Source: an optimization exercise on an open RTL-to-GDS flow (aim: small area and a short achievable clock period). Production flows keep margins and buffers that such runs may drop.
Function was checked by simulation only, so behaviour that the tests miss may differ from the original.

$ cat flow/config.mk
export PLATFORM = sky130hd
export DESIGN_NAME = top_diannao_node_vMAX
export DESIGN_NICKNAME = top_diannao_node_vMAX
export VERILOG_FILES = /design/flow/design.v
export SDC_FILE = /design/flow/constraint.sdc
export NUM_CORES = 8
export LEC_CHECK = 0
export ABC_AREA = 1
export CAP_MARGIN = 10
export CORE_MARGIN = 2
export CORE_UTILIZATION = 40
export SETUP_SLACK_MARGIN = 5
export SLEW_MARGIN = 10
export SYNTH_HIERARCHICAL = 1
$ cat flow/constraint.sdc
create_clock -name core_clock -period 12.0 [get_ports {clk}]
set_input_delay 2.4000 -clock core_clock [delete_from_list [all_inputs] [get_ports {clk}]]
set_output_delay 2.4000 -clock core_clock [all_outputs]
set_load 0.01 [all_outputs]
$ cat flow/standard.sh
#!/bin/bash
# synth_recipe.tcl (not shown) runs the flow's synth.tcl, then flattens the netlist and writes it again
# the make line also repeats each setting of config.mk as NAME=value (left out here)
make -C /OpenROAD-flow-scripts/flow DESIGN_CONFIG=/design/flow/config.mk WORK_HOME=/design/flow/orfs CLKGATE_MAP_FILE= SYNTH_SCRIPT=/design/flow/synth_recipe.tcl "${@:-finish}"
$ cat flow/flow/run.sh
#!/bin/bash
# Standard ORFS layout (the standard.sh, standard synthesis unchanged), with
# extra settings for timing repair, clock tree and port buffers.
set -euo pipefail
bash standard.sh SETUP_SLACK_MARGIN=8.2 "CTS_ARGS=-sink_clustering_enable -repair_clock_nets -sink_clustering_size 30 -sink_clustering_max_diameter 80 -dont_use_dummy_load -distance_between_buffers 300" "BUFFER_PORTS_ARGS=-buffer_cell sky130_fd_sc_hd__buf_1" finish > standard.log 2>&1
$ cat flow/design.v
module nfu_fa (input a, input b, input c, output s, output co);
    wire x = a ^ b;
    assign s = x ^ c;
    assign co = (a & b) | (c & x);
endmodule
module nfu_ha (input a, input b, output s, output co);
    assign s = a ^ b;
    assign co = a & b;
endmodule
module top_diannao_node_vMAX (
        clk,
        i_inputs,
        i_synapses,
        i_op,
        i_nbout,
        i_load,
        o_to_edram
    );
    input           clk;
    input  [255:0]  i_inputs;
    input  [255:0]  i_synapses;
    input  [0:0]    i_op;
    input  [15:0]   i_nbout;
    input           i_load;
    output [15:0]   o_to_edram;
    function gt16;
        input [15:0] a, b;
        reg [15:0] g0, l0;
        reg [7:0] g1, l1;
        reg [3:0] g2, l2;
        reg [1:0] g3, l3;
        integer i;
        begin
            g0 = a & ~b;
            l0 = ~a & b;
            for (i = 0; i < 8; i = i + 1) begin
                g1[i] = g0[2*i+1] | (~l0[2*i+1] & g0[2*i]);
                l1[i] = l0[2*i+1] | (~g0[2*i+1] & l0[2*i]);
            end
            for (i = 0; i < 4; i = i + 1) begin
                g2[i] = g1[2*i+1] | (~l1[2*i+1] & g1[2*i]);
                l2[i] = l1[2*i+1] | (~g1[2*i+1] & l1[2*i]);
            end
            for (i = 0; i < 2; i = i + 1) begin
                g3[i] = g2[2*i+1] | (~l2[2*i+1] & g2[2*i]);
                l3[i] = l2[2*i+1] | (~g2[2*i+1] & l2[2*i]);
            end
            gt16 = g3[1] | (~l3[1] & g3[0]);
        end
    endfunction
    function [15:0] max4;
        input [15:0] a, b, c, d;
        reg ab, ac, ad, bc, bd, cd;
        begin
            ab = gt16(a, b);
            ac = gt16(a, c);
            ad = gt16(a, d);
            bc = gt16(b, c);
            bd = gt16(b, d);
            cd = gt16(c, d);
            max4 = ({16{ab & ac & ad}} & a) | ({16{~ab & bc & bd}} & b) |
                   ({16{~ac & ~bc & cd}} & c) | ({16{~ad & ~bd & ~cd}} & d);
        end
    endfunction
    function [15:0] max4t;
        input [15:0] a, b, c, d;
        reg [15:0] m0, m1;
        begin
            m0 = gt16(a, b) ? a : b;
            m1 = gt16(c, d) ? c : d;
            max4t = gt16(m0, m1) ? m0 : m1;
        end
    endfunction
    function [31:0] csa4;
        input [15:0] a, b, c, d;
        reg [15:0] x1, s1, c1, x2;
        begin
            x1 = a ^ b;
            s1 = x1 ^ c;
            c1 = {(a[14:0] & b[14:0]) | (c[14:0] & x1[14:0]), 1'b0};
            x2 = s1 ^ c1;
            csa4 = {(s1[14:0] & c1[14:0]) | (d[14:0] & x2[14:0]), 1'b0, x2 ^ d};
        end
    endfunction
    reg  [239:0] mag_a;
    reg  [239:0] mag_b;
    reg  [15:0]  sgn1;
    reg  [239:0] cs0, cs1;
    reg  [15:0]  csc;
    reg  [15:0]  sgn2;
    reg  [63:0]  gsum0, gmax;
    reg  [59:0]  gsum1;       
    reg  [15:0]  rsum0, rmax;
    reg  [15:1]  rsum1;
    reg  [15:0]  out_reg;     
    reg  [15:0]  out_copy;    
    assign o_to_edram = out_copy;
    wire [239:0] h0_all, h1_all;
    wire [15:0]  ci_all;
    wire [255:0] prod;
    genvar j, k;
    generate
        for (j = 0; j < 16; j = j + 1) begin : lane
            always @(posedge clk) begin
                mag_a[15*j +: 15] <= i_inputs[16*j +: 15];
                mag_b[15*j +: 15] <= i_synapses[16*j +: 15];
                sgn1[j]           <= i_inputs[16*j+15] ^ i_synapses[16*j+15];
            end
            wire [17:0] bq = {2'b00, mag_b[15*j +: 15], 1'b0};
            wire [7:0]  one0, two0, neg0;
            genvar i;
            for (i = 0; i < 8; i = i + 1) begin : dig
                assign one0[i] = bq[2*i+1] ^ bq[2*i];
                assign two0[i] = (bq[2*i+2] & ~bq[2*i+1] & ~bq[2*i]) | (~bq[2*i+2] & bq[2*i+1] & bq[2*i]);
                assign neg0[i] = bq[2*i+2];
            end
            wire [8:0]  ext = -{neg0[4], 1'b0, neg0[3], 1'b0, neg0[2], 1'b0, neg0[1], 1'b0, neg0[0]};
            wire [14:0] h0, h1;
            wire        ci;
            wire pp1;
            wire pp2;
            wire pp3;
            wire pp4;
            wire pp5;
            wire pp6;
            wire pp7;
            wire pp8;
            wire pp9;
            wire pp10;
            wire pp11;
            wire pp12;
            wire pp13;
            wire pp14;
            wire pp15;
            wire pp16;
            wire pp17;
            wire pp18;
            wire pp19;
            wire pp20;
            wire pp21;
            wire pp22;
            wire pp23;
            wire pp24;
            wire pp25;
            wire pp26;
            wire pp27;
            wire pp28;
            wire pp29;
            wire pp30;
            wire pp31;
            wire pp32;
            wire pp33;
            wire pp34;
            wire pp35;
            wire pp36;
            wire pp37;
            wire pp38;
            wire pp39;
            wire pp40;
            wire pp41;
            wire pp42;
            wire pp43;
            wire pp44;
            wire pp45;
            wire pp46;
            wire pp47;
            wire pp48;
            wire pp49;
            wire pp50;
            wire pp51;
            wire pp52;
            wire pp53;
            wire pp54;
            wire pp55;
            wire pp56;
            wire pp57;
            wire pp58;
            wire pp59;
            wire pp60;
            wire pp61;
            wire pp62;
            wire pp63;
            wire pp64;
            wire pp65;
            wire pp66;
            wire pp67;
            wire pp68;
            wire pp69;
            wire pp70;
            wire pp71;
            wire pp72;
            wire pp73;
            wire pp74;
            wire pp75;
            wire pp76;
            wire pp77;
            wire pp78;
            wire pp79;
            wire pp80;
            wire pp81;
            wire pp82;
            wire pp83;
            wire pp84;
            wire pp85;
            wire pp86;
            wire pp87;
            wire pp88;
            wire pp89;
            wire pp90;
            wire pp91;
            wire pp92;
            wire pp93;
            wire pp94;
            wire pp95;
            wire pp96;
            wire pp97;
            wire pp98;
            wire pp99;
            wire pp100;
            wire pp101;
            wire pp102;
            wire pp103;
            wire pp104;
            wire pp105;
            wire pp106;
            wire pp107;
            wire pp108;
            wire pp109;
            wire pp110;
            wire pp111;
            wire pp112;
            wire pp113;
            wire pp114;
            wire pp115;
            wire pp116;
            wire pp117;
            wire pp118;
            wire pp119;
            wire s120;
            wire c121;
            wire s122;
            wire c123;
            wire s124;
            wire c125;
            wire s126;
            wire c127;
            wire s128;
            wire c129;
            wire s130;
            wire c131;
            wire s132;
            wire c133;
            wire s134;
            wire c135;
            wire s136;
            wire c137;
            wire s138;
            wire c139;
            wire s140;
            wire c141;
            wire s142;
            wire c143;
            wire s144;
            wire c145;
            wire s146;
            wire c147;
            wire s148;
            wire c149;
            wire s150;
            wire c151;
            wire s152;
            wire c153;
            wire s154;
            wire c155;
            wire s156;
            wire c157;
            wire s158;
            wire c159;
            wire s160;
            wire c161;
            wire s162;
            wire c163;
            wire s164;
            wire c165;
            wire s166;
            wire c167;
            wire s168;
            wire c169;
            wire s170;
            wire c171;
            wire s172;
            wire c173;
            wire s174;
            wire c175;
            wire s176;
            wire c177;
            wire s178;
            wire c179;
            wire s180;
            wire c181;
            wire s182;
            wire c183;
            wire s184;
            wire c185;
            wire s186;
            wire c187;
            wire s188;
            wire c189;
            wire s190;
            wire c191;
            wire s192;
            wire c193;
            wire s194;
            wire c195;
            wire s196;
            wire c197;
            wire s198;
            wire c199;
            wire s200;
            wire c201;
            wire s202;
            wire c203;
            wire s204;
            wire c205;
            wire s206;
            wire c207;
            wire s208;
            wire c209;
            wire s210;
            wire c211;
            wire s212;
            wire c213;
            wire s214;
            wire c215;
            wire s216;
            wire c217;
            wire s218;
            wire c219;
            wire s220;
            wire c221;
            wire s222;
            wire c223;
            wire s224;
            wire c225;
            wire s226;
            wire c227;
            wire s228;
            wire c229;
            wire s230;
            wire c231;
            wire s232;
            wire c233;
            wire s234;
            wire c235;
            wire s236;
            wire c237;
            wire s238;
            wire c239;
            wire s240;
            wire c241;
            wire s242;
            wire c243;
            wire s244;
            wire c245;
            wire s246;
            wire c247;
            wire s248;
            wire c249;
            wire s250;
            wire c251;
            wire s252;
            wire c253;
            wire s254;
            wire c255;
            wire s256;
            wire c257;
            wire s258;
            wire c259;
            wire s260;
            wire c261;
            wire s262;
            wire c263;
            wire s264;
            wire c265;
            wire s266;
            wire c267;
            wire s268;
            wire c269;
            wire s270;
            wire c271;
            wire s272;
            wire c273;
            wire s274;
            wire c275;
            wire s276;
            wire c277;
            wire s278;
            wire c279;
            wire s280;
            wire c281;
            wire s282;
            wire c283;
            wire s284;
            wire c285;
            wire s286;
            wire c287;
            wire s288;
            wire c289;
            wire s290;
            wire c291;
            wire s292;
            wire c293;
            wire s294;
            wire c295;
            wire s296;
            wire c297;
            wire s298;
            wire c299;
            wire s300;
            wire c301;
            wire s302;
            wire c303;
            wire s304;
            wire c305;
            wire s306;
            wire c307;
            wire s308;
            wire c309;
            wire s310;
            wire c311;
            wire s312;
            wire c313;
            wire s314;
            wire c315;
            wire s316;
            wire c317;
            wire s318;
            wire c319;
            wire s320;
            wire c321;
            wire s322;
            wire c323;
            wire s324;
            wire c325;
            wire s326;
            wire c327;
            wire s328;
            wire c329;
            wire s330;
            wire c331;
            wire s332;
            wire c333;
            wire s334;
            wire c335;
            wire s336;
            wire c337;
            assign pp1 = ((one0[0] & mag_a[15*j+0])) ^ neg0[0];
            assign pp2 = ((one0[0] & mag_a[15*j+1]) | (two0[0] & mag_a[15*j+0])) ^ neg0[0];
            assign pp3 = ((one0[0] & mag_a[15*j+2]) | (two0[0] & mag_a[15*j+1])) ^ neg0[0];
            assign pp4 = ((one0[0] & mag_a[15*j+3]) | (two0[0] & mag_a[15*j+2])) ^ neg0[0];
            assign pp5 = ((one0[0] & mag_a[15*j+4]) | (two0[0] & mag_a[15*j+3])) ^ neg0[0];
            assign pp6 = ((one0[0] & mag_a[15*j+5]) | (two0[0] & mag_a[15*j+4])) ^ neg0[0];
            assign pp7 = ((one0[0] & mag_a[15*j+6]) | (two0[0] & mag_a[15*j+5])) ^ neg0[0];
            assign pp8 = ((one0[0] & mag_a[15*j+7]) | (two0[0] & mag_a[15*j+6])) ^ neg0[0];
            assign pp9 = ((one0[0] & mag_a[15*j+8]) | (two0[0] & mag_a[15*j+7])) ^ neg0[0];
            assign pp10 = ((one0[0] & mag_a[15*j+9]) | (two0[0] & mag_a[15*j+8])) ^ neg0[0];
            assign pp11 = ((one0[0] & mag_a[15*j+10]) | (two0[0] & mag_a[15*j+9])) ^ neg0[0];
            assign pp12 = ((one0[0] & mag_a[15*j+11]) | (two0[0] & mag_a[15*j+10])) ^ neg0[0];
            assign pp13 = ((one0[0] & mag_a[15*j+12]) | (two0[0] & mag_a[15*j+11])) ^ neg0[0];
            assign pp14 = ((one0[0] & mag_a[15*j+13]) | (two0[0] & mag_a[15*j+12])) ^ neg0[0];
            assign pp15 = ((one0[0] & mag_a[15*j+14]) | (two0[0] & mag_a[15*j+13])) ^ neg0[0];
            assign pp16 = ((two0[0] & mag_a[15*j+14])) ^ neg0[0];
            assign pp17 = ((one0[1] & mag_a[15*j+0])) ^ neg0[1];
            assign pp18 = ((one0[1] & mag_a[15*j+1]) | (two0[1] & mag_a[15*j+0])) ^ neg0[1];
            assign pp19 = ((one0[1] & mag_a[15*j+2]) | (two0[1] & mag_a[15*j+1])) ^ neg0[1];
            assign pp20 = ((one0[1] & mag_a[15*j+3]) | (two0[1] & mag_a[15*j+2])) ^ neg0[1];
            assign pp21 = ((one0[1] & mag_a[15*j+4]) | (two0[1] & mag_a[15*j+3])) ^ neg0[1];
            assign pp22 = ((one0[1] & mag_a[15*j+5]) | (two0[1] & mag_a[15*j+4])) ^ neg0[1];
            assign pp23 = ((one0[1] & mag_a[15*j+6]) | (two0[1] & mag_a[15*j+5])) ^ neg0[1];
            assign pp24 = ((one0[1] & mag_a[15*j+7]) | (two0[1] & mag_a[15*j+6])) ^ neg0[1];
            assign pp25 = ((one0[1] & mag_a[15*j+8]) | (two0[1] & mag_a[15*j+7])) ^ neg0[1];
            assign pp26 = ((one0[1] & mag_a[15*j+9]) | (two0[1] & mag_a[15*j+8])) ^ neg0[1];
            assign pp27 = ((one0[1] & mag_a[15*j+10]) | (two0[1] & mag_a[15*j+9])) ^ neg0[1];
            assign pp28 = ((one0[1] & mag_a[15*j+11]) | (two0[1] & mag_a[15*j+10])) ^ neg0[1];
            assign pp29 = ((one0[1] & mag_a[15*j+12]) | (two0[1] & mag_a[15*j+11])) ^ neg0[1];
            assign pp30 = ((one0[1] & mag_a[15*j+13]) | (two0[1] & mag_a[15*j+12])) ^ neg0[1];
            assign pp31 = ((one0[1] & mag_a[15*j+14]) | (two0[1] & mag_a[15*j+13])) ^ neg0[1];
            assign pp32 = ((two0[1] & mag_a[15*j+14])) ^ neg0[1];
            assign pp33 = ((one0[2] & mag_a[15*j+0])) ^ neg0[2];
            assign pp34 = ((one0[2] & mag_a[15*j+1]) | (two0[2] & mag_a[15*j+0])) ^ neg0[2];
            assign pp35 = ((one0[2] & mag_a[15*j+2]) | (two0[2] & mag_a[15*j+1])) ^ neg0[2];
            assign pp36 = ((one0[2] & mag_a[15*j+3]) | (two0[2] & mag_a[15*j+2])) ^ neg0[2];
            assign pp37 = ((one0[2] & mag_a[15*j+4]) | (two0[2] & mag_a[15*j+3])) ^ neg0[2];
            assign pp38 = ((one0[2] & mag_a[15*j+5]) | (two0[2] & mag_a[15*j+4])) ^ neg0[2];
            assign pp39 = ((one0[2] & mag_a[15*j+6]) | (two0[2] & mag_a[15*j+5])) ^ neg0[2];
            assign pp40 = ((one0[2] & mag_a[15*j+7]) | (two0[2] & mag_a[15*j+6])) ^ neg0[2];
            assign pp41 = ((one0[2] & mag_a[15*j+8]) | (two0[2] & mag_a[15*j+7])) ^ neg0[2];
            assign pp42 = ((one0[2] & mag_a[15*j+9]) | (two0[2] & mag_a[15*j+8])) ^ neg0[2];
            assign pp43 = ((one0[2] & mag_a[15*j+10]) | (two0[2] & mag_a[15*j+9])) ^ neg0[2];
            assign pp44 = ((one0[2] & mag_a[15*j+11]) | (two0[2] & mag_a[15*j+10])) ^ neg0[2];
            assign pp45 = ((one0[2] & mag_a[15*j+12]) | (two0[2] & mag_a[15*j+11])) ^ neg0[2];
            assign pp46 = ((one0[2] & mag_a[15*j+13]) | (two0[2] & mag_a[15*j+12])) ^ neg0[2];
            assign pp47 = ((one0[2] & mag_a[15*j+14]) | (two0[2] & mag_a[15*j+13])) ^ neg0[2];
            assign pp48 = ((two0[2] & mag_a[15*j+14])) ^ neg0[2];
            assign pp49 = ((one0[3] & mag_a[15*j+0])) ^ neg0[3];
            assign pp50 = ((one0[3] & mag_a[15*j+1]) | (two0[3] & mag_a[15*j+0])) ^ neg0[3];
            assign pp51 = ((one0[3] & mag_a[15*j+2]) | (two0[3] & mag_a[15*j+1])) ^ neg0[3];
            assign pp52 = ((one0[3] & mag_a[15*j+3]) | (two0[3] & mag_a[15*j+2])) ^ neg0[3];
            assign pp53 = ((one0[3] & mag_a[15*j+4]) | (two0[3] & mag_a[15*j+3])) ^ neg0[3];
            assign pp54 = ((one0[3] & mag_a[15*j+5]) | (two0[3] & mag_a[15*j+4])) ^ neg0[3];
            assign pp55 = ((one0[3] & mag_a[15*j+6]) | (two0[3] & mag_a[15*j+5])) ^ neg0[3];
            assign pp56 = ((one0[3] & mag_a[15*j+7]) | (two0[3] & mag_a[15*j+6])) ^ neg0[3];
            assign pp57 = ((one0[3] & mag_a[15*j+8]) | (two0[3] & mag_a[15*j+7])) ^ neg0[3];
            assign pp58 = ((one0[3] & mag_a[15*j+9]) | (two0[3] & mag_a[15*j+8])) ^ neg0[3];
            assign pp59 = ((one0[3] & mag_a[15*j+10]) | (two0[3] & mag_a[15*j+9])) ^ neg0[3];
            assign pp60 = ((one0[3] & mag_a[15*j+11]) | (two0[3] & mag_a[15*j+10])) ^ neg0[3];
            assign pp61 = ((one0[3] & mag_a[15*j+12]) | (two0[3] & mag_a[15*j+11])) ^ neg0[3];
            assign pp62 = ((one0[3] & mag_a[15*j+13]) | (two0[3] & mag_a[15*j+12])) ^ neg0[3];
            assign pp63 = ((one0[3] & mag_a[15*j+14]) | (two0[3] & mag_a[15*j+13])) ^ neg0[3];
            assign pp64 = ((two0[3] & mag_a[15*j+14])) ^ neg0[3];
            assign pp65 = ((one0[4] & mag_a[15*j+0])) ^ neg0[4];
            assign pp66 = ((one0[4] & mag_a[15*j+1]) | (two0[4] & mag_a[15*j+0])) ^ neg0[4];
            assign pp67 = ((one0[4] & mag_a[15*j+2]) | (two0[4] & mag_a[15*j+1])) ^ neg0[4];
            assign pp68 = ((one0[4] & mag_a[15*j+3]) | (two0[4] & mag_a[15*j+2])) ^ neg0[4];
            assign pp69 = ((one0[4] & mag_a[15*j+4]) | (two0[4] & mag_a[15*j+3])) ^ neg0[4];
            assign pp70 = ((one0[4] & mag_a[15*j+5]) | (two0[4] & mag_a[15*j+4])) ^ neg0[4];
            assign pp71 = ((one0[4] & mag_a[15*j+6]) | (two0[4] & mag_a[15*j+5])) ^ neg0[4];
            assign pp72 = ((one0[4] & mag_a[15*j+7]) | (two0[4] & mag_a[15*j+6])) ^ neg0[4];
            assign pp73 = ((one0[4] & mag_a[15*j+8]) | (two0[4] & mag_a[15*j+7])) ^ neg0[4];
            assign pp74 = ((one0[4] & mag_a[15*j+9]) | (two0[4] & mag_a[15*j+8])) ^ neg0[4];
            assign pp75 = ((one0[4] & mag_a[15*j+10]) | (two0[4] & mag_a[15*j+9])) ^ neg0[4];
            assign pp76 = ((one0[4] & mag_a[15*j+11]) | (two0[4] & mag_a[15*j+10])) ^ neg0[4];
            assign pp77 = ((one0[4] & mag_a[15*j+12]) | (two0[4] & mag_a[15*j+11])) ^ neg0[4];
            assign pp78 = ((one0[4] & mag_a[15*j+13]) | (two0[4] & mag_a[15*j+12])) ^ neg0[4];
            assign pp79 = ((one0[4] & mag_a[15*j+14]) | (two0[4] & mag_a[15*j+13])) ^ neg0[4];
            assign pp80 = ((two0[4] & mag_a[15*j+14])) ^ neg0[4];
            assign pp81 = ((one0[5] & mag_a[15*j+0])) ^ neg0[5];
            assign pp82 = ((one0[5] & mag_a[15*j+1]) | (two0[5] & mag_a[15*j+0])) ^ neg0[5];
            assign pp83 = ((one0[5] & mag_a[15*j+2]) | (two0[5] & mag_a[15*j+1])) ^ neg0[5];
            assign pp84 = ((one0[5] & mag_a[15*j+3]) | (two0[5] & mag_a[15*j+2])) ^ neg0[5];
            assign pp85 = ((one0[5] & mag_a[15*j+4]) | (two0[5] & mag_a[15*j+3])) ^ neg0[5];
            assign pp86 = ((one0[5] & mag_a[15*j+5]) | (two0[5] & mag_a[15*j+4])) ^ neg0[5];
            assign pp87 = ((one0[5] & mag_a[15*j+6]) | (two0[5] & mag_a[15*j+5])) ^ neg0[5];
            assign pp88 = ((one0[5] & mag_a[15*j+7]) | (two0[5] & mag_a[15*j+6])) ^ neg0[5];
            assign pp89 = ((one0[5] & mag_a[15*j+8]) | (two0[5] & mag_a[15*j+7])) ^ neg0[5];
            assign pp90 = ((one0[5] & mag_a[15*j+9]) | (two0[5] & mag_a[15*j+8])) ^ neg0[5];
            assign pp91 = ((one0[5] & mag_a[15*j+10]) | (two0[5] & mag_a[15*j+9])) ^ neg0[5];
            assign pp92 = ((one0[5] & mag_a[15*j+11]) | (two0[5] & mag_a[15*j+10])) ^ neg0[5];
            assign pp93 = ((one0[5] & mag_a[15*j+12]) | (two0[5] & mag_a[15*j+11])) ^ neg0[5];
            assign pp94 = ((one0[5] & mag_a[15*j+13]) | (two0[5] & mag_a[15*j+12])) ^ neg0[5];
            assign pp95 = ((one0[5] & mag_a[15*j+14]) | (two0[5] & mag_a[15*j+13])) ^ neg0[5];
            assign pp96 = ((one0[6] & mag_a[15*j+0])) ^ neg0[6];
            assign pp97 = ((one0[6] & mag_a[15*j+1]) | (two0[6] & mag_a[15*j+0])) ^ neg0[6];
            assign pp98 = ((one0[6] & mag_a[15*j+2]) | (two0[6] & mag_a[15*j+1])) ^ neg0[6];
            assign pp99 = ((one0[6] & mag_a[15*j+3]) | (two0[6] & mag_a[15*j+2])) ^ neg0[6];
            assign pp100 = ((one0[6] & mag_a[15*j+4]) | (two0[6] & mag_a[15*j+3])) ^ neg0[6];
            assign pp101 = ((one0[6] & mag_a[15*j+5]) | (two0[6] & mag_a[15*j+4])) ^ neg0[6];
            assign pp102 = ((one0[6] & mag_a[15*j+6]) | (two0[6] & mag_a[15*j+5])) ^ neg0[6];
            assign pp103 = ((one0[6] & mag_a[15*j+7]) | (two0[6] & mag_a[15*j+6])) ^ neg0[6];
            assign pp104 = ((one0[6] & mag_a[15*j+8]) | (two0[6] & mag_a[15*j+7])) ^ neg0[6];
            assign pp105 = ((one0[6] & mag_a[15*j+9]) | (two0[6] & mag_a[15*j+8])) ^ neg0[6];
            assign pp106 = ((one0[6] & mag_a[15*j+10]) | (two0[6] & mag_a[15*j+9])) ^ neg0[6];
            assign pp107 = ((one0[6] & mag_a[15*j+11]) | (two0[6] & mag_a[15*j+10])) ^ neg0[6];
            assign pp108 = ((one0[6] & mag_a[15*j+12]) | (two0[6] & mag_a[15*j+11])) ^ neg0[6];
            assign pp109 = ((one0[7] & mag_a[15*j+0])) ^ 1'b0;
            assign pp110 = ((one0[7] & mag_a[15*j+1]) | (two0[7] & mag_a[15*j+0])) ^ 1'b0;
            assign pp111 = ((one0[7] & mag_a[15*j+2]) | (two0[7] & mag_a[15*j+1])) ^ 1'b0;
            assign pp112 = ((one0[7] & mag_a[15*j+3]) | (two0[7] & mag_a[15*j+2])) ^ 1'b0;
            assign pp113 = ((one0[7] & mag_a[15*j+4]) | (two0[7] & mag_a[15*j+3])) ^ 1'b0;
            assign pp114 = ((one0[7] & mag_a[15*j+5]) | (two0[7] & mag_a[15*j+4])) ^ 1'b0;
            assign pp115 = ((one0[7] & mag_a[15*j+6]) | (two0[7] & mag_a[15*j+5])) ^ 1'b0;
            assign pp116 = ((one0[7] & mag_a[15*j+7]) | (two0[7] & mag_a[15*j+6])) ^ 1'b0;
            assign pp117 = ((one0[7] & mag_a[15*j+8]) | (two0[7] & mag_a[15*j+7])) ^ 1'b0;
            assign pp118 = ((one0[7] & mag_a[15*j+9]) | (two0[7] & mag_a[15*j+8])) ^ 1'b0;
            assign pp119 = ((one0[7] & mag_a[15*j+10]) | (two0[7] & mag_a[15*j+9])) ^ 1'b0;
            nfu_ha HA121 (.a(sgn1[j]), .b(neg0[4]), .s(s120), .co(c121));
            nfu_ha HA123 (.a(sgn1[j]), .b(pp10), .s(s122), .co(c123));
            nfu_fa FA125 (.a(neg0[5]), .b(pp11), .c(pp25), .s(s124), .co(c125));
            nfu_ha HA127 (.a(pp12), .b(pp26), .s(s126), .co(c127));
            nfu_fa FA129 (.a(neg0[6]), .b(pp13), .c(pp27), .s(s128), .co(c129));
            nfu_ha HA131 (.a(pp41), .b(pp55), .s(s130), .co(c131));
            nfu_fa FA133 (.a(pp14), .b(pp28), .c(pp42), .s(s132), .co(c133));
            nfu_ha HA135 (.a(pp56), .b(pp70), .s(s134), .co(c135));
            nfu_fa FA137 (.a(pp15), .b(pp29), .c(pp43), .s(s136), .co(c137));
            nfu_fa FA139 (.a(pp57), .b(pp71), .c(pp85), .s(s138), .co(c139));
            nfu_fa FA141 (.a(pp16), .b(pp30), .c(pp44), .s(s140), .co(c141));
            nfu_fa FA143 (.a(pp58), .b(pp72), .c(pp86), .s(s142), .co(c143));
            nfu_fa FA145 (.a(ext[0]), .b(pp31), .c(pp45), .s(s144), .co(c145));
            nfu_fa FA147 (.a(pp59), .b(pp73), .c(pp87), .s(s146), .co(c147));
            nfu_fa FA149 (.a(ext[1]), .b(pp32), .c(pp46), .s(s148), .co(c149));
            nfu_fa FA151 (.a(pp60), .b(pp74), .c(pp88), .s(s150), .co(c151));
            nfu_fa FA153 (.a(ext[2]), .b(pp47), .c(pp61), .s(s152), .co(c153));
            nfu_ha HA155 (.a(pp75), .b(pp89), .s(s154), .co(c155));
            nfu_fa FA157 (.a(ext[3]), .b(pp48), .c(pp62), .s(s156), .co(c157));
            nfu_ha HA159 (.a(pp76), .b(pp90), .s(s158), .co(c159));
            nfu_fa FA161 (.a(ext[4]), .b(pp63), .c(pp77), .s(s160), .co(c161));
            nfu_ha HA163 (.a(ext[5]), .b(pp64), .s(s162), .co(c163));
            nfu_ha HA165 (.a(sgn1[j]), .b(neg0[2]), .s(s164), .co(c165));
            nfu_ha HA167 (.a(sgn1[j]), .b(pp6), .s(s166), .co(c167));
            nfu_fa FA169 (.a(sgn1[j]), .b(neg0[3]), .c(pp7), .s(s168), .co(c169));
            nfu_ha HA171 (.a(pp21), .b(pp35), .s(s170), .co(c171));
            nfu_fa FA173 (.a(sgn1[j]), .b(pp8), .c(pp22), .s(s172), .co(c173));
            nfu_ha HA175 (.a(pp36), .b(pp50), .s(s174), .co(c175));
            nfu_fa FA177 (.a(pp9), .b(pp23), .c(pp37), .s(s176), .co(c177));
            nfu_fa FA179 (.a(pp51), .b(pp65), .c(s120), .s(s178), .co(c179));
            nfu_fa FA181 (.a(pp24), .b(pp38), .c(pp52), .s(s180), .co(c181));
            nfu_fa FA183 (.a(pp66), .b(c121), .c(s122), .s(s182), .co(c183));
            nfu_fa FA185 (.a(pp39), .b(pp53), .c(pp67), .s(s184), .co(c185));
            nfu_fa FA187 (.a(pp81), .b(c123), .c(s124), .s(s186), .co(c187));
            nfu_fa FA189 (.a(pp40), .b(pp54), .c(pp68), .s(s188), .co(c189));
            nfu_fa FA191 (.a(pp82), .b(s126), .c(c125), .s(s190), .co(c191));
            nfu_fa FA193 (.a(pp69), .b(pp83), .c(pp96), .s(s192), .co(c193));
            nfu_fa FA195 (.a(c127), .b(s130), .c(s128), .s(s194), .co(c195));
            nfu_fa FA197 (.a(pp84), .b(pp97), .c(c131), .s(s196), .co(c197));
            nfu_fa FA199 (.a(s134), .b(c129), .c(s132), .s(s198), .co(c199));
            nfu_fa FA201 (.a(pp98), .b(pp109), .c(c135), .s(s200), .co(c201));
            nfu_fa FA203 (.a(c133), .b(s136), .c(s138), .s(s202), .co(c203));
            nfu_fa FA205 (.a(pp99), .b(pp110), .c(c137), .s(s204), .co(c205));
            nfu_fa FA207 (.a(c139), .b(s140), .c(s142), .s(s206), .co(c207));
            nfu_fa FA209 (.a(pp100), .b(pp111), .c(c141), .s(s208), .co(c209));
            nfu_fa FA211 (.a(c143), .b(s144), .c(s146), .s(s210), .co(c211));
            nfu_fa FA213 (.a(pp101), .b(pp112), .c(c145), .s(s212), .co(c213));
            nfu_fa FA215 (.a(c147), .b(s148), .c(s150), .s(s214), .co(c215));
            nfu_fa FA217 (.a(pp102), .b(pp113), .c(s154), .s(s216), .co(c217));
            nfu_fa FA219 (.a(c149), .b(c151), .c(s152), .s(s218), .co(c219));
            nfu_fa FA221 (.a(pp103), .b(pp114), .c(c155), .s(s220), .co(c221));
            nfu_fa FA223 (.a(s158), .b(c153), .c(s156), .s(s222), .co(c223));
            nfu_fa FA225 (.a(pp91), .b(pp104), .c(pp115), .s(s224), .co(c225));
            nfu_fa FA227 (.a(c159), .b(c157), .c(s160), .s(s226), .co(c227));
            nfu_fa FA229 (.a(pp78), .b(pp92), .c(pp105), .s(s228), .co(c229));
            nfu_fa FA231 (.a(pp116), .b(s162), .c(c161), .s(s230), .co(c231));
            nfu_fa FA233 (.a(ext[6]), .b(pp79), .c(pp93), .s(s232), .co(c233));
            nfu_fa FA235 (.a(pp106), .b(pp117), .c(c163), .s(s234), .co(c235));
            nfu_fa FA237 (.a(ext[7]), .b(pp80), .c(pp94), .s(s236), .co(c237));
            nfu_ha HA239 (.a(pp107), .b(pp118), .s(s238), .co(c239));
            nfu_fa FA241 (.a(ext[8]), .b(pp95), .c(pp108), .s(s240), .co(c241));
            nfu_ha HA243 (.a(sgn1[j]), .b(neg0[1]), .s(s242), .co(c243));
            nfu_ha HA245 (.a(sgn1[j]), .b(pp4), .s(s244), .co(c245));
            nfu_fa FA247 (.a(pp5), .b(pp19), .c(pp33), .s(s246), .co(c247));
            nfu_fa FA249 (.a(pp20), .b(pp34), .c(c165), .s(s248), .co(c249));
            nfu_fa FA251 (.a(pp49), .b(c167), .c(s170), .s(s250), .co(c251));
            nfu_fa FA253 (.a(c171), .b(s174), .c(c169), .s(s252), .co(c253));
            nfu_fa FA255 (.a(c175), .b(c173), .c(s176), .s(s254), .co(c255));
            nfu_fa FA257 (.a(c177), .b(c179), .c(s180), .s(s256), .co(c257));
            nfu_fa FA259 (.a(c181), .b(s184), .c(c183), .s(s258), .co(c259));
            nfu_fa FA261 (.a(c185), .b(s188), .c(s190), .s(s260), .co(c261));
            nfu_fa FA263 (.a(c189), .b(s192), .c(c191), .s(s262), .co(c263));
            nfu_fa FA265 (.a(c193), .b(s196), .c(c195), .s(s264), .co(c265));
            nfu_fa FA267 (.a(c197), .b(s200), .c(c199), .s(s266), .co(c267));
            nfu_fa FA269 (.a(c201), .b(s204), .c(c203), .s(s268), .co(c269));
            nfu_fa FA271 (.a(c205), .b(s208), .c(c207), .s(s270), .co(c271));
            nfu_fa FA273 (.a(c209), .b(s212), .c(c211), .s(s272), .co(c273));
            nfu_fa FA275 (.a(c213), .b(s216), .c(c215), .s(s274), .co(c275));
            nfu_fa FA277 (.a(c217), .b(s220), .c(c219), .s(s276), .co(c277));
            nfu_fa FA279 (.a(s224), .b(c221), .c(c223), .s(s278), .co(c279));
            nfu_fa FA281 (.a(c225), .b(s228), .c(s230), .s(s280), .co(c281));
            nfu_fa FA283 (.a(c229), .b(s232), .c(s234), .s(s282), .co(c283));
            nfu_fa FA285 (.a(s238), .b(c233), .c(s236), .s(s284), .co(c285));
            nfu_fa FA287 (.a(pp119), .b(c239), .c(c237), .s(s286), .co(c287));
            nfu_ha HA289 (.a(sgn1[j]), .b(neg0[0]), .s(s288), .co(c289));
            nfu_ha HA291 (.a(sgn1[j]), .b(pp2), .s(s290), .co(c291));
            nfu_fa FA293 (.a(pp3), .b(pp17), .c(s242), .s(s292), .co(c293));
            nfu_fa FA295 (.a(pp18), .b(c243), .c(s244), .s(s294), .co(c295));
            nfu_fa FA297 (.a(s164), .b(c245), .c(s246), .s(s296), .co(c297));
            nfu_fa FA299 (.a(s166), .b(c247), .c(s248), .s(s298), .co(c299));
            nfu_fa FA301 (.a(c249), .b(s168), .c(s250), .s(s300), .co(c301));
            nfu_fa FA303 (.a(s172), .b(c251), .c(s252), .s(s302), .co(c303));
            nfu_fa FA305 (.a(s178), .b(c253), .c(s254), .s(s304), .co(c305));
            nfu_fa FA307 (.a(s182), .b(c255), .c(s256), .s(s306), .co(c307));
            nfu_fa FA309 (.a(c257), .b(s186), .c(s258), .s(s308), .co(c309));
            nfu_fa FA311 (.a(c187), .b(c259), .c(s260), .s(s310), .co(c311));
            nfu_fa FA313 (.a(s194), .b(s262), .c(c261), .s(s312), .co(c313));
            nfu_fa FA315 (.a(s198), .b(c263), .c(s264), .s(s314), .co(c315));
            nfu_fa FA317 (.a(s202), .b(c265), .c(s266), .s(s316), .co(c317));
            nfu_fa FA319 (.a(s206), .b(c267), .c(s268), .s(s318), .co(c319));
            nfu_fa FA321 (.a(s210), .b(c269), .c(s270), .s(s320), .co(c321));
            nfu_fa FA323 (.a(s214), .b(c271), .c(s272), .s(s322), .co(c323));
            nfu_fa FA325 (.a(s218), .b(c273), .c(s274), .s(s324), .co(c325));
            nfu_fa FA327 (.a(s222), .b(c275), .c(s276), .s(s326), .co(c327));
            nfu_fa FA329 (.a(s226), .b(c277), .c(s278), .s(s328), .co(c329));
            nfu_fa FA331 (.a(c227), .b(c279), .c(s280), .s(s330), .co(c331));
            nfu_fa FA333 (.a(c231), .b(s282), .c(c281), .s(s332), .co(c333));
            nfu_fa FA335 (.a(c235), .b(s284), .c(c283), .s(s334), .co(c335));
            nfu_fa FA337 (.a(s240), .b(s286), .c(c285), .s(s336), .co(c337));
            wire [9:0] la = {s306, s304, s302, s300, s298, s296, s294, s292, s290, s288};
            wire [9:0] lb = {c305, c303, c301, c299, c297, c295, c293, c291, c289, pp1};
            wire [9:0] lg = la & lb;
            wire [9:0] lp = la | lb;
            wire g10 = lg[1] | (lp[1] & lg[0]);
            wire g32 = lg[3] | (lp[3] & lg[2]), p32 = lp[3] & lp[2];
            wire g54 = lg[5] | (lp[5] & lg[4]), p54 = lp[5] & lp[4];
            wire g76 = lg[7] | (lp[7] & lg[6]), p76 = lp[7] & lp[6];
            wire g98 = lg[9] | (lp[9] & lg[8]), p98 = lp[9] & lp[8];
            wire g30 = g32 | (p32 & g10);
            wire g74 = g76 | (p76 & g54), p74 = p76 & p54;
            wire g70 = g74 | (p74 & g30);
            assign ci = g98 | (p98 & g70);
            assign h0 = {s336, s334, s332, s330, s328, s326, s324, s322, s320, s318, s316, s314, s312, s310, s308};
            assign h1 = {c335, c333, c331, c329, c327, c325, c323, c321, c319, c317, c315, c313, c311, c309, c307};
            assign h0_all[15*j +: 15] = h0;
            assign h1_all[15*j +: 15] = h1;
            assign ci_all[j] = ci;
            wire [15:0] psum = {cs0[15*j +: 15], 1'b1} + {cs1[15*j +: 15], csc[j]};
            assign prod[16*j +: 16] = {sgn2[j], psum[15:1]};
        end
    endgenerate
    wire [63:0] gsum0_d, gsum1_d, gmax_d;
    generate
        for (k = 0; k < 4; k = k + 1) begin : grp
            wire [15:0] p0 = prod[64*k +: 16];
            wire [15:0] p1 = prod[64*k+16 +: 16];
            wire [15:0] p2 = prod[64*k+32 +: 16];
            wire [15:0] p3 = prod[64*k+48 +: 16];
            assign {gsum1_d[16*k +: 16], gsum0_d[16*k +: 16]} = csa4(p0, p1, p2, p3);
            assign gmax_d[16*k +: 16] = max4(p0, p1, p2, p3);
        end
    endgenerate
    wire [15:0] gs0 = gsum0[15:0]  + {gsum1[14:0],  1'b0};
    wire [15:0] gs1 = gsum0[31:16] + {gsum1[29:15], 1'b0};
    wire [15:0] gs2 = gsum0[47:32] + {gsum1[44:30], 1'b0};
    wire [15:0] gs3 = gsum0[63:48] + {gsum1[59:45], 1'b0};
    wire [31:0] ss = csa4(gs0, gs1, gs2, gs3);
    wire [15:0] sm = max4(gs0, gs1, gs2, gs3);
    wire [31:0] ms = csa4(gmax[15:0], gmax[31:16], gmax[47:32], gmax[63:48]);
    wire [15:0] mm = max4t(gmax[15:0], gmax[31:16], gmax[47:32], gmax[63:48]);
    wire [15:0] rs1 = {rsum1, 1'b0};
    wire [15:0] fx  = rsum0 ^ rs1;
    wire [15:0] fs  = fx ^ out_reg;
    wire [15:0] fc  = {(rsum0[14:0] & rs1[14:0]) | (out_reg[14:0] & fx[14:0]), 1'b0};
    wire [15:0] fin_sum = fs + fc;
    wire        take = gt16(rmax, out_reg);
    wire [15:0] fin_max = take ? rmax : out_reg;
    wire [15:0] fin     = i_op[0] ? fin_max : fin_sum;
    wire [15:0] fin_max_c = ({16{take}} & rmax) | ({16{~take}} & out_reg);
    wire [15:0] fin_c     = i_op[0] ? fin_max_c : fin_sum;
    always @(posedge clk) begin
        cs0     <= h0_all;
        cs1     <= h1_all;
        csc     <= ci_all;
        sgn2    <= sgn1;
        gsum0   <= gsum0_d;
        gsum1   <= {gsum1_d[63:49], gsum1_d[47:33], gsum1_d[31:17], gsum1_d[15:1]};
        gmax    <= gmax_d;
        rsum0   <= i_op[0] ? ms[15:0]  : ss[15:0];
        rsum1   <= i_op[0] ? ms[31:17] : ss[31:17];
        rmax    <= i_op[0] ? mm : sm;
        out_reg <= i_load ? fin : i_nbout;
        out_copy <= i_load ? fin_c : i_nbout;
    end
endmodule
==> results of run 1 <==
## logic make-up (layout without fill, tap and decap cells)
logic type	Yosys count	in the layout	share of synthesized area
AO/OA/AOI/OAI	2952	2952	0.132
XOR/XNOR	1881	1881	0.124
adder cells (fa/ha/maj)	2458	2458	0.322
buffers and inverters	2481	2609	0.0708
flip-flops	1275	1275	0.192
multiplexers	7	7	0.000524
other	0	7	0
AND/OR/NAND/NOR	5102	5105	0.158
## how the worst max path moves through the flow
stage | startpoint | endpoint
2_1_floorplan | i_op[0] | out_reg[0]$_DFFE_PP_
3_3_place_gp | i_op[0] | out_reg[1]$_DFFE_PP_
3_5_place_dp | i_op[0] | out_reg[2]$_DFFE_PP_
4_1_cts | mag_b[185]$_DFF_P_ | csc[12]$_DFF_P_
5_1_grt | gsum0[17]$_DFF_P_ | rmax[14]$_DFF_P_
6_report | out_copy[13]$_DFF_P_ | o_to_edram[13]
## per-layer routing
metal / vias up / global-route usage
li1: 53400 / -
met4: 2 / 0.0684
met2: 3722 / 0.370
met1: 54500 / 0.316
met5: - / 0
met3: 499 / 0.0324
## cells in the final DEF, fill, tap and decap left out, drive strengths merged, types with 66 or more instances in the layout
| master | count |
|---|---|
| clkbuf | 110 |
| clkinv | 66 |
| o21ai | 400 |
| nor2 | 1025 |
| nor3 | 67 |
| buf | 752 |
| o22ai | 1734 |
| nand2 | 2967 |
| inv | 1671 |
| o21bai | 67 |
| dfxtp | 1259 |
| xnor2 | 89 |
| a21oi | 556 |
| xor2 | 1792 |
| nand4 | 180 |
| fa | 1647 |
| ha | 810 |
| nand3 | 779 |
## through the flow
stage	util	worst slack, ps
6_report	0.434	8300
5_1_grt	0.434	8160
4_1_cts	0.429	8070
3_5_place_dp	0.418	6890
3_3_place_gp	0.418	6910
2_1_floorplan	-	8270
## timing repair
action	in CTS	in global routing
gates resized for setup	174	330
hold buffers	0	0
setup endpoints to repair	578	369
buffers inserted	19	63
cloned	2	2
pin swaps	9	19
## cell type report
cell class	instances	share of cell area
multi-input combinational	12400	0.692
sequential	1275	0.179
inverter	1746	0.0456
tap	4387	0.0379
timing repair buffer	753	0.0267
clock buffer	109	0.0189
antenna	7	0.000121
timing repair inverter	1	0.0000519
## Yosys stat by module (local to each module, per instance)
module,cells inside,copies in the design
top_diannao_node_vMAX,14400,1
nfu_fa,1,1472
nfu_ha,1,272
==> summary.md, run 1 <==
| Metric | Value |
|---|---|
| Result of the run | `complete, no violations` |
| Nets | `about 19000` |
| Delay contributed by the slowest stage of the critical path | `~380 ps` |
| Multi-input combinational cell area | `roughly 100000 µm²` |
| Max-cap violations | `0` |
| Antenna-violating nets left | `0` |
| Share of post-route cells with drive strength above 1 | `0.0464` |
| Share of flip-flops with an asynchronous set or reset after synthesis | `0` |
| Detailed-routing wirelength on met1 | `about 170000 µm` |
| Final setup violation count | `0` |
| Cell type contributing the most total cell area after synthesis | `sky130_fd_sc_hd__fa_1` |
| Hold violation count in the final report | `0` |
| DP Area | `~140000 µm²` |
| Max Freq | `around 270 MHz` |
| Buffers & Inverters on Critical Path | `1` |
| Critical path class | `flop to primary output` |
| Top-area cell type share of the netlist area | `0.247` |
| Number of placed instances, taps included | `20500` |
| # H-tree levels | `3` |
| Fin crit share | `0.308` |
| Aggregate global routing overflow | `0` |
| Reg-to-reg critical path endpoint | `cs0[66]$_DFF_P_` |
| Met3 Routed Length | `between 20000 and 30000 µm` |
| Crit path time final | `around 3700 ps` |
| Area of all sequential standard cells | `25800 µm²` |
| Synthesized instance count | `approximately 16000` |
| Average footprint of a synthesized cell | `between 8 and 9 µm²` |
| Final-layout fill cell count | `approximately 33000` |
| Portion of the post-synthesis area used by sequential elements | `0.192` |
| Cell family contributing the most delay on the critical path | `flip-flops` |
| Floorplan die width | `~580 µm` |
| Most used standard cells in the synthesized netlist | `sky130_fd_sc_hd__nand2_1 (2932), sky130_fd_sc_hd__xor2_1 (1783), sky130_fd_sc_hd__o22ai_1 (1734), sky130_fd_sc_hd__inv_1 (1669), sky130_fd_sc_hd__fa_1 (1647)` |
| Critical path startpoint category | `flop` |
| Cell area after layout | `about 140000 µm²` |
| Post-Route Skew | `around 100 ps` |
| Die Footprint | `339000 µm²` |
| TritonRoute pass-1 iters | `7` |
| Core area | `333000 µm²` |
| Highest Signal Layer | `met5` |
| Reg2reg start | `mag_b[71]$_DFF_P_` |
| RSZ-0062 raised after global routing | `true` |
| Wire per inst | `~19 µm` |
| DR iter-0 viols | `approximately 9000` |
| Initial Utilization | `0.401` |
| Worst hold path startpoint | `rmax[5]$_DFF_P_` |
| Clk Tree Root Cell | `sky130_fd_sc_hd__clkbuf_16` |
| Synthesized flop and latch total | `between 1000 and 1500` |
| Final wirelength | `395000 µm` |
| Area delta synth->final | `8.17%` |
| Global-route wire length before repair | `623000 µm` |
| DRC violation count after routing | `0` |
| Clock tree from TritonCTS | `yes` |
| Register-to-register setup slack | `between 8000 and 9000 ps` |
| Relative slew slack | `0.252` |
| Standard cell with the maximum stage delay on the critical path | `sky130_fd_sc_hd__dfxtp_2` |
| Worst slew pin tran | `1120 ps` |
| Number of global-route vias before repair | `approximately 110k` |
| Path length in cells of the critical path | `1` |
| Hold Path End | `out_copy[5]$_DFF_P_` |
| Largest net degree at the start of global routing | `a little over 60` |
| Endpoint arrival time on the critical path | `about 1300 ps` |
| Number of slew-limit violations in the final report | `0` |
| Clock buffer count from CTS | `109` |
| Final cell count without fillers | `about 21000` |
| Most instantiated flip-flop cell in the synthesis netlist | `sky130_fd_sc_hd__dfxtp_1` |
| PortBufs | `546` |
| Synthesis warning total | `7` |
| List of cells traversed by the critical path | `buf_2` |
| Post-Syn Nets | `~19000` |
| Routability Congestion | `between 0.9 and 1` |
| Number of placement rows | `212` |
| Required time of the worst setup path | `between 9000 and 10000 ps` |
| Worst-case hold slack | `roughly 600 ps` |
| R2R depth | `8` |
| Critical path peak fanout | `1` |
| Antenna violations before repair | `13` |
| Via count | `about 110k` |
| Number of cells on the worst hold path | `4` |
| Number of unique standard cell types used by synthesis | `64` |
| Clock latency on the worst-skew pair | `810 ps` |
| Number of ports placed on the die boundary | `approximately 550` |
| Path category of the worst min-delay check | `flop to flop` |
| Max Buffers Root-to-Sink | `3` |
| Number of synthesized flops with an enable pin | `16` |
| Amount of wire on met2 after detailed routing | `181000 µm` |
| Total Neg Setup Slack | `0 ps` |
| Netlist area before placement | `134000 µm²` |
| Detailed-placement wirelength estimate | `~300000 µm` |
| Clock Sinks | `between 1000 and 1500` |
| Element type at the critical path end | `primary output` |
| Vert. Die Dim | `slightly below 600 µm` |
| Clock-pin slew on the worst setup and hold paths | `~80 ps` |
| Most area-consuming cells after synthesis | `sky130_fd_sc_hd__fa_1 (25%), sky130_fd_sc_hd__dfxtp_1 (19%), sky130_fd_sc_hd__xor2_1 (12%)` |
| All-Layer GR Usage | `0.229` |
| Library cell with the highest instance count after synthesis | `sky130_fd_sc_hd__nand2_1` |
| Vias per cell | `~5.4` |
==> run 2: changes to the inputs <==
==> flow/flow/run.sh (replaced) <==
#!/bin/bash
# Standard ORFS layout (the standard.sh, standard synthesis unchanged), with
# extra settings for timing repair, clock tree and port buffers.
set -euo pipefail
bash standard.sh SETUP_SLACK_MARGIN=8.4 "CTS_ARGS=-sink_clustering_enable -repair_clock_nets -sink_clustering_size 30 -sink_clustering_max_diameter 80 -dont_use_dummy_load -distance_between_buffers 300" "BUFFER_PORTS_ARGS=-buffer_cell sky130_fd_sc_hd__buf_1" finish > standard.log 2>&1
==> run 2 against run 1 <==
Sequential cell count unchanged. Design area up 2.9%. Core utilization up 1.3 points. Synthesized area unchanged. Clock-buffer cell count is 4 lower. Non-clock buffer count increased by 245. Wire length is 1.6% higher. Critical path type unchanged. Highest routed layer unchanged.
==> summary.md, run 2 <==
| Metric | Value |
|---|---|
| Netlist area before placement | `134000 µm²` |
| Hold violation count in the final report | `0` |
| Wire per inst | `~19 µm` |
| Final-layout fill cell count | `around 33000` |
| Post-Route Skew | `between 150 and 200 ps` |
| GRT Max-Usage Layer | `met2` |
| Max Buffers Root-to-Sink | `3` |
| Post-synthesis share of cell area spent on xor and xnor gates | `0.124` |
| GR Layer Usage met3 | `0.0305` |
| Nets | `~20000` |
| Path length in cells of the critical path | `1` |
| # H-tree levels | `3` |
| Largest family of logic cells by synthesized area | `adder cells` |
| Max Freq | `between 200 and 300 MHz` |
| Reg-to-reg critical path endpoint | `rmax[11]$_DFF_P_` |
| Number of global-route vias before repair | `109000` |
| Number of buffers added to fix hold violations after cts | `0` |
| Portion of the post-synthesis area used by sequential elements | `0.192` |
| Element type at the critical path end | `primary output` |
| Critical path class | `flop to primary output` |
| Number of placement rows | `between 200 and 250` |
| End of the critical path | `o_to_edram[7]` |
| Aggregate global routing overflow | `0` |
| Routability Congestion | `between 0.9 and 1` |
| Register-to-register setup slack | `approximately 8400 ps` |
| Final wirelength | `401000 µm` |
| Initial Utilization | `0.401` |
| RSZ-0062 raised after global routing | `true` |
| Fraction of the mapped netlist area in compound gates | `0.132` |
| Most frequent cells in the layout | `sky130_fd_sc_hd__nand2_1 (2791), sky130_fd_sc_hd__xor2_1 (1729), sky130_fd_sc_hd__o22ai_1 (1721)` |
| Number of placed instances, taps included | `between 20000 and 25000` |
| Path category of the worst min-delay check | `flop to flop` |
| Number of unique standard cell types used by synthesis | `between 60 and 70` |
| Number of synthesized flops with an enable pin | `16` |
| Antenna-violating nets left | `0` |
| Reg2reg start | `gsum0[1]$_DFF_P_` |
| Final setup violation count | `0` |
| Most frequent standard cell in the layout excluding fill and tap cells | `sky130_fd_sc_hd__nand2_1` |
| Buffers & Inverters on Critical Path | `1` |
| Die Footprint | `339000 µm²` |
| Post-synthesis simple-gate area fraction | `0.158` |
| Multiplexer area fraction after synthesis | `0.000524` |
| Synthesized instance count | `around 16000` |
| TritonRoute pass-1 iters | `6` |
| Top-area cell type share of the netlist area | `0.247` |
| Global-route wire length before repair | `roughly 620000 µm` |
| Post-Syn Nets | `between 15000 and 20000` |
| Worst slew pin tran | `approximately 830 ps` |
| Clock buffer count from CTS | `roughly 110` |
| Detailed-placement wirelength estimate | `308000 µm` |
| Most used standard cells in the synthesized netlist | `sky130_fd_sc_hd__nand2_1 (2932), sky130_fd_sc_hd__xor2_1 (1783), sky130_fd_sc_hd__o22ai_1 (1734), sky130_fd_sc_hd__inv_1 (1669), sky130_fd_sc_hd__fa_1 (1647)` |
| Standard cell with the maximum stage delay on the critical path | `sky130_fd_sc_hd__dfxtp_4` |
| Largest net degree at the start of global routing | `63` |
| Critical path peak fanout | `1` |
| Area delta synth->final | `11.4%` |
| Global-route met1 utilization | `0.317` |
| Required time of the worst setup path | `between 9000 and 10000 ps` |
| PortBufs | `546` |
| Most area-consuming cells after synthesis | `sky130_fd_sc_hd__fa_1 (25%), sky130_fd_sc_hd__dfxtp_1 (19%), sky130_fd_sc_hd__xor2_1 (12%)` |
| Worst Slack Setup Final | `about 8400 ps` |
| Share of flip-flops with an asynchronous set or reset after synthesis | `0` |
| Number of ports placed on the die boundary | `approximately 550` |
| Max-cap violations | `0` |
| List of cells traversed by the critical path | `buf_6` |
| Final cell count without fillers | `20900` |
| Synthesized flop and latch total | `1275` |
| DRC violation count after routing | `0` |
| Clock Sinks | `between 1000 and 1500` |
| R2R depth | `21` |
| Relative slew slack | `0.443` |
| Clock latency on the worst-skew pair | `~830 ps` |
| Area of all sequential standard cells | `approximately 26000 µm²` |
| CP Launch Point | `out_copy[7]$_DFF_P_` |
| Antenna violations before repair | `15` |
| Post-synthesis share of cell area spent on full adders, half adders and majority gates | `0.322` |
| Worst slack at placement | `just over 7000 ps` |
| Vias per cell | `approximately 5.4` |
| Total Neg Setup Slack | `0 ps` |
| Clk Tree Root Cell | `sky130_fd_sc_hd__clkbuf_16` |
| All-Layer GR Usage | `0.228` |
| Fin crit share | `0.304` |
| Clock-pin slew on the worst setup and hold paths | `roughly 70 ps` |
| Crit path time final | `3650 ps` |
| Result of the run | `complete, no violations` |
| Multi-input combinational cell area | `between 100000 and 150000 µm²` |
| Library cell with the highest instance count after synthesis | `sky130_fd_sc_hd__nand2_1` |
| Endpoint arrival time on the critical path | `about 1300 ps` |
| Critical path startpoint category | `flop` |
| Average footprint of a synthesized cell | `between 8 and 9 µm²` |
| Worst-case hold slack | `roughly 590 ps` |
| Synthesis warning total | `7` |
| Cell family contributing the most delay on the critical path | `flip-flops` |
| DR iter-0 viols | `between 9000 and 10000` |
| Share of post-route cells with drive strength above 1 | `0.0803` |
| Core area | `around 330000 µm²` |
| Most instantiated flip-flop cell in the synthesis netlist | `sky130_fd_sc_hd__dfxtp_1` |
| GRT met2 Usage | `0.367` |
| Vert. Die Dim | `approximately 580 µm` |
| Number of slew-limit violations in the final report | `0` |
| Via count | `approximately 110k` |
| Cell type contributing the most total cell area after synthesis | `sky130_fd_sc_hd__fa_1` |
| Floorplan die width | `582 µm` |
| Clock tree from TritonCTS | `yes` |
| Delay contributed by the slowest stage of the critical path | `~360 ps` |
==> run 2: cell counts after synthesis <==
No cell type changed its count.
==> run 2: modules after synthesis (local to each module, per instance) <==
module | flip-flops and latches | cells inside | area (µm²) | times used
nfu_fa | 0 | 1 | 20.0 | 1472
nfu_ha | 0 | 1 | 12.5 | 272
top_diannao_node_vMAX | 1275 | 14400 | 101000 | 1
==> run 2: logic make-up after synthesis <==
family	Yosys count
XOR/XNOR	1881
buffers and inverters	2481
multiplexers	7
flip-flops	1275
adder cells (fa/ha/maj)	2458
AND/OR/NAND/NOR	5102
AO/OA/AOI/OAI	2952
==> run 2: metrics by stage <==
step,util,area (µm²)
after floorplan,-,134000
after global placement,0.418,139000
after detailed placement,0.418,139000
after CTS,0.432,144000
after global routing,0.447,149000
final,0.447,149000
==> run 2: final cells by class <==
class,instances,area share
Timing Repair inverter,5,0.000252
Timing Repair Buffer,998,0.0444
Multi-Input combinational cell,12400,0.682
Antenna cell,3,0.0000504
Clock buffer,105,0.0176
Sequential cell,1275,0.174
Inverter,1746,0.0452
Tap cell,4387,0.0369
==> run 2: layer usage <==
layer,part of all wire,routed length [µm]
met2,0.46,184000
met3,0.067,26800
met5,0.00083,332
met1,0.44,176000
met4,0.033,13100
==> run 2: how the worst min path moves through the flow <==
stage,startpoint,to,slack [ps],cells past startpoint
4_1_cts,sgn1[8]$_DFF_P_,sgn2[8]$_DFF_P_,610,0
3_5_place_dp,sgn1[10]$_DFF_P_,sgn2[10]$_DFF_P_,570,1
5_1_grt,sgn1[8]$_DFF_P_,sgn2[8]$_DFF_P_,630,0
3_3_place_gp,sgn1[10]$_DFF_P_,sgn2[10]$_DFF_P_,570,1
2_1_floorplan,out_reg[0]$_DFFE_PP_,out_copy[0]$_DFF_P_,500,2
6_report,sgn1[8]$_DFF_P_,sgn2[8]$_DFF_P_,590,0
==> run 2: timing repair <==
| item | 4_1_cts | 5_1_grt |
|---|---|---|
| endpoints found under the setup margin | 593 | 416 |
| pin swaps | 22 | 110 |
| buffers inserted | 45 | 261 |
| gates resized for setup | 416 | 662 |
| gates cloned | 4 | 22 |
==> run 3: changes to the inputs <==
==> flow/flow/run.sh (replaced) <==
#!/bin/bash
# Standard ORFS layout (the standard.sh, standard synthesis unchanged), with
# extra settings for timing repair, clock tree and port buffers.
set -euo pipefail
bash standard.sh SETUP_SLACK_MARGIN=8.5 "CTS_ARGS=-sink_clustering_enable -repair_clock_nets -sink_clustering_size 30 -sink_clustering_max_diameter 80 -dont_use_dummy_load -distance_between_buffers 300" "BUFFER_PORTS_ARGS=-buffer_cell sky130_fd_sc_hd__buf_1" finish > standard.log 2>&1
==> run 3 against run 2 <==
Sequential cell count unchanged. Via count up 1.4%. Global-route usage up 0.33 points. Critical path type unchanged.
==> summary.md, run 3 <==
| Metric | Value |
|---|---|
| Result of the run | `complete, no violations` |
| Netlist area before placement | `roughly 130000 µm²` |
| Cell family contributing the most delay on the critical path | `flip-flops` |
| Initial Utilization | `0.401` |
| Synthesized flop and latch total | `1275` |
| Number of synthesized flops with an enable pin | `16` |
| Vias per cell | `5.47` |
| Number of global-route vias before repair | `between 100k and 150k` |
| Most frequent standard cell in the layout excluding fill and tap cells | `sky130_fd_sc_hd__nand2_1` |
| Number of cells on the worst hold path | `4` |
| Met3 Routed Length | `around 27000 µm` |
| Clock Sinks | `roughly 1300` |
| # H-tree levels | `3` |
| Detailed-placement wirelength estimate | `311000 µm` |
| Register-to-register setup slack | `around 8500 ps` |
| Amount of wire on met2 after detailed routing | `around 190000 µm` |
| Most frequent cells in the layout | `sky130_fd_sc_hd__nand2_1 (2751), sky130_fd_sc_hd__xor2_1 (1722), sky130_fd_sc_hd__o22ai_1 (1689)` |
| Average footprint of a synthesized cell | `8.28 µm²` |
| Max Freq | `274 MHz` |
| Vert. Die Dim | `around 580 µm` |
| Highest Signal Layer | `met5` |
| Path category of the worst min-delay check | `flop to flop` |
| Detailed-routing wirelength on met1 | `between 150000 and 200000 µm` |
| Total Neg Setup Slack | `0 ps` |
| Standard cell with the maximum stage delay on the critical path | `sky130_fd_sc_hd__dfxtp_4` |
| Max-cap violations | `0` |
| Clock-pin slew on the worst setup and hold paths | `~70 ps` |
| Share of post-route cells with drive strength above 1 | `0.105` |
| Critical path peak fanout | `1` |
| Post-Syn Nets | `about 19000` |
| R2R depth | `12` |
| PortBufs | `about 550` |
| TritonRoute pass-1 iters | `7` |
| Core area | `between 300000 and 400000 µm²` |
| Routability Congestion | `0.951` |
| Portion of the post-synthesis area used by sequential elements | `0.192` |
| Number of ports placed on the die boundary | `around 550` |
| Crit path time final | `roughly 3700 ps` |
| Most area-consuming cells after synthesis | `sky130_fd_sc_hd__fa_1 (25%), sky130_fd_sc_hd__dfxtp_1 (19%), sky130_fd_sc_hd__xor2_1 (12%)` |
| Critical path startpoint category | `flop` |
| Number of buffers added to fix hold violations after cts | `0` |
| Clock latency on the worst-skew pair | `about 800 ps` |
| Floorplan die width | `between 500 and 600 µm` |
| Relative slew slack | `0.397` |
| Wire per inst | `19.5 µm` |
| Number of placement rows | `approximately 210` |
| Top-area cell type share of the netlist area | `0.247` |
| Element type at the critical path end | `primary output` |
| Endpoint arrival time on the critical path | `between 1000 and 1500 ps` |
| Post-Route Skew | `approximately 88 ps` |
| Cell type contributing the most total cell area after synthesis | `sky130_fd_sc_hd__fa_1` |
| Global-route wire length before repair | `around 630000 µm` |
| Clock tree from TritonCTS | `yes` |
| Clock buffer count from CTS | `between 100 and 150` |
| Library cell with the highest instance count after synthesis | `sky130_fd_sc_hd__nand2_1` |
| Nets | `19700` |
| Most used standard cells in the synthesized netlist | `sky130_fd_sc_hd__nand2_1 (2932), sky130_fd_sc_hd__xor2_1 (1783), sky130_fd_sc_hd__o22ai_1 (1734), sky130_fd_sc_hd__inv_1 (1669), sky130_fd_sc_hd__fa_1 (1647)` |
| Synthesis warning total | `7` |
| List of cells traversed by the critical path | `buf_6` |
| Post-layout utilization of the core | `0.457` |
| Via count | `roughly 120k` |
| Worst slew pin tran | `around 900 ps` |
| Final setup violation count | `0` |
| Cell area after layout | `152000 µm²` |
| Largest net degree at the start of global routing | `64` |
| Most instantiated flip-flop cell in the synthesis netlist | `sky130_fd_sc_hd__dfxtp_1` |
| Share of flip-flops with an asynchronous set or reset after synthesis | `0` |
| Final wirelength | `413000 µm` |
| Die Footprint | `339000 µm²` |
| Reg2reg start | `mag_b[76]$_DFF_P_` |
| DRC violation count after routing | `0` |
| Required time of the worst setup path | `around 9600 ps` |
| Critical path class | `flop to primary output` |
| Fin crit share | `0.304` |
| Delay contributed by the slowest stage of the critical path | `roughly 360 ps` |
| DR iter-0 viols | `approximately 9900` |
| Antenna-violating nets left | `0` |
| Number of unique standard cell types used by synthesis | `between 60 and 70` |
| Area delta synth->final | `13.9%` |
| Worst Slack Setup Final | `8350 ps` |
| Reg-to-reg critical path endpoint | `cs0[76]$_DFF_P_` |
| Max Buffers Root-to-Sink | `3` |
| RSZ-0062 raised after global routing | `true` |
| Aggregate global routing overflow | `0` |
| Antenna violations before repair | `10` |
| Hold violation count in the final report | `0` |
| Worst slack at placement | `roughly 7300 ps` |
| Number of slew-limit violations in the final report | `0` |
| Buffers & Inverters on Critical Path | `1` |
| All-Layer GR Usage | `0.231` |
| Clk Tree Root Cell | `sky130_fd_sc_hd__clkbuf_16` |
| DP Area | `~140000 µm²` |
| Hold Path End | `out_copy[5]$_DFF_P_` |
| Synthesized instance count | `about 16000` |
| Worst hold path startpoint | `rmax[5]$_DFF_P_` |
## run 3: cell counts after synthesis
No cell type changed its count.
## run 3: cell families after synthesis
group,Yosys count,share of synthesized area
flip-flops,1275,0.192
adder cells (fa/ha/maj),2458,0.322
AND/OR/NAND/NOR,5102,0.158
buffers and inverters,2481,0.0708
AO/OA/AOI/OAI,2952,0.132
XOR/XNOR,1881,0.124
multiplexers,7,0.000524
## run 3: per-layer routing
metal / vias to the layer above / track usage
met5: - / 0
met4: 8 / 0.0644
met3: 573 / 0.0287
met2: 4247 / 0.377
met1: 56200 / 0.321
li1: 54300 / -
## run 3: layout make-up
type                    instances  area, µm²
inverters                    1746       6780
diodes                          3       7.51
clock buffers                 103       2580
flip-flops and latches       1275      26000
fillers                     32800     181000
well taps                    4387       5490
repair inverters               13       95.1
multi-input cells           12400     103000
repair buffers               1162       8540
## run 3: per-module statistics from Yosys (local to each module, per instance)
module / times used / cell area (µm²)
top_diannao_node_vMAX: 1 / 101000
nfu_fa: 1472 / 20.0
nfu_ha: 272 / 12.5
## run 3: per-stage QoR
| step | hold slack (ps) | std cells |
|---|---|---|
| final | 607 | 21100 |
| after floorplan | 503 | 16200 |
| after detailed placement | 598 | 20500 |
| after global routing | 642 | 21100 |
| after CTS | 602 | 20700 |
| after global placement | 600 | 20500 |
## run 3: repair_timing
item,in CTS,in global routing
pin swaps,46,238
resized for setup,580,912
cloned,5,62
hold endpoints to repair,0,0
setup endpoints to repair,603,413
setup buffers,100,346
## run 3: worst max-delay path by stage
stage                        startpoint                to  depth (start not counted)
floorplan            mag_b[217]$_DFF_P_  cs0[216]$_DFF_P_                         10
global placement     mag_b[185]$_DFF_P_   csc[12]$_DFF_P_                         12
detailed placement   mag_b[185]$_DFF_P_   csc[12]$_DFF_P_                         12
CTS                 out_copy[5]$_DFF_P_     o_to_edram[5]                          1
global route        out_copy[5]$_DFF_P_     o_to_edram[5]                          1
finish              out_copy[5]$_DFF_P_     o_to_edram[5]                          1

## what the ideal ports hide
In the flow no input, the clock included, has a driving cell. The finished layouts below were timed again as built, in two steps. Step 1 sets driving cells, clkbuf_16 on the clock port and buf_2 on the other inputs (assumed; they add their load-dependent delay and slew). Step 2, shift: input delay + t, output delay - t, t = (earliest + latest rising clock arrival at the registers) / 2. This alone moves slack from input paths to output paths. a / b / c = no drivers / after step 1 / after step 2; a / b = the first two.
| run | shift t [ns] | setup slack, ns | worst setup path after step 2 | cell pins on the clock port's net |
|---|---|---|---|---|
| run 1 | 0.875 | 8.300 / 8.193 / 7.654 | input to register | 1 |
| run 2 | 0.855 | 8.355 / 8.255 / 7.618 | input to register | 1 |
| run 3 | 0.855 | 8.348 / 8.247 / 7.812 | input to register | 1 |
After both steps setup and hold are still met in every run listed. For run 2, which loses most, drivers alone change the setup slack by -0.100 ns; drivers and shift together by -0.737 ns.
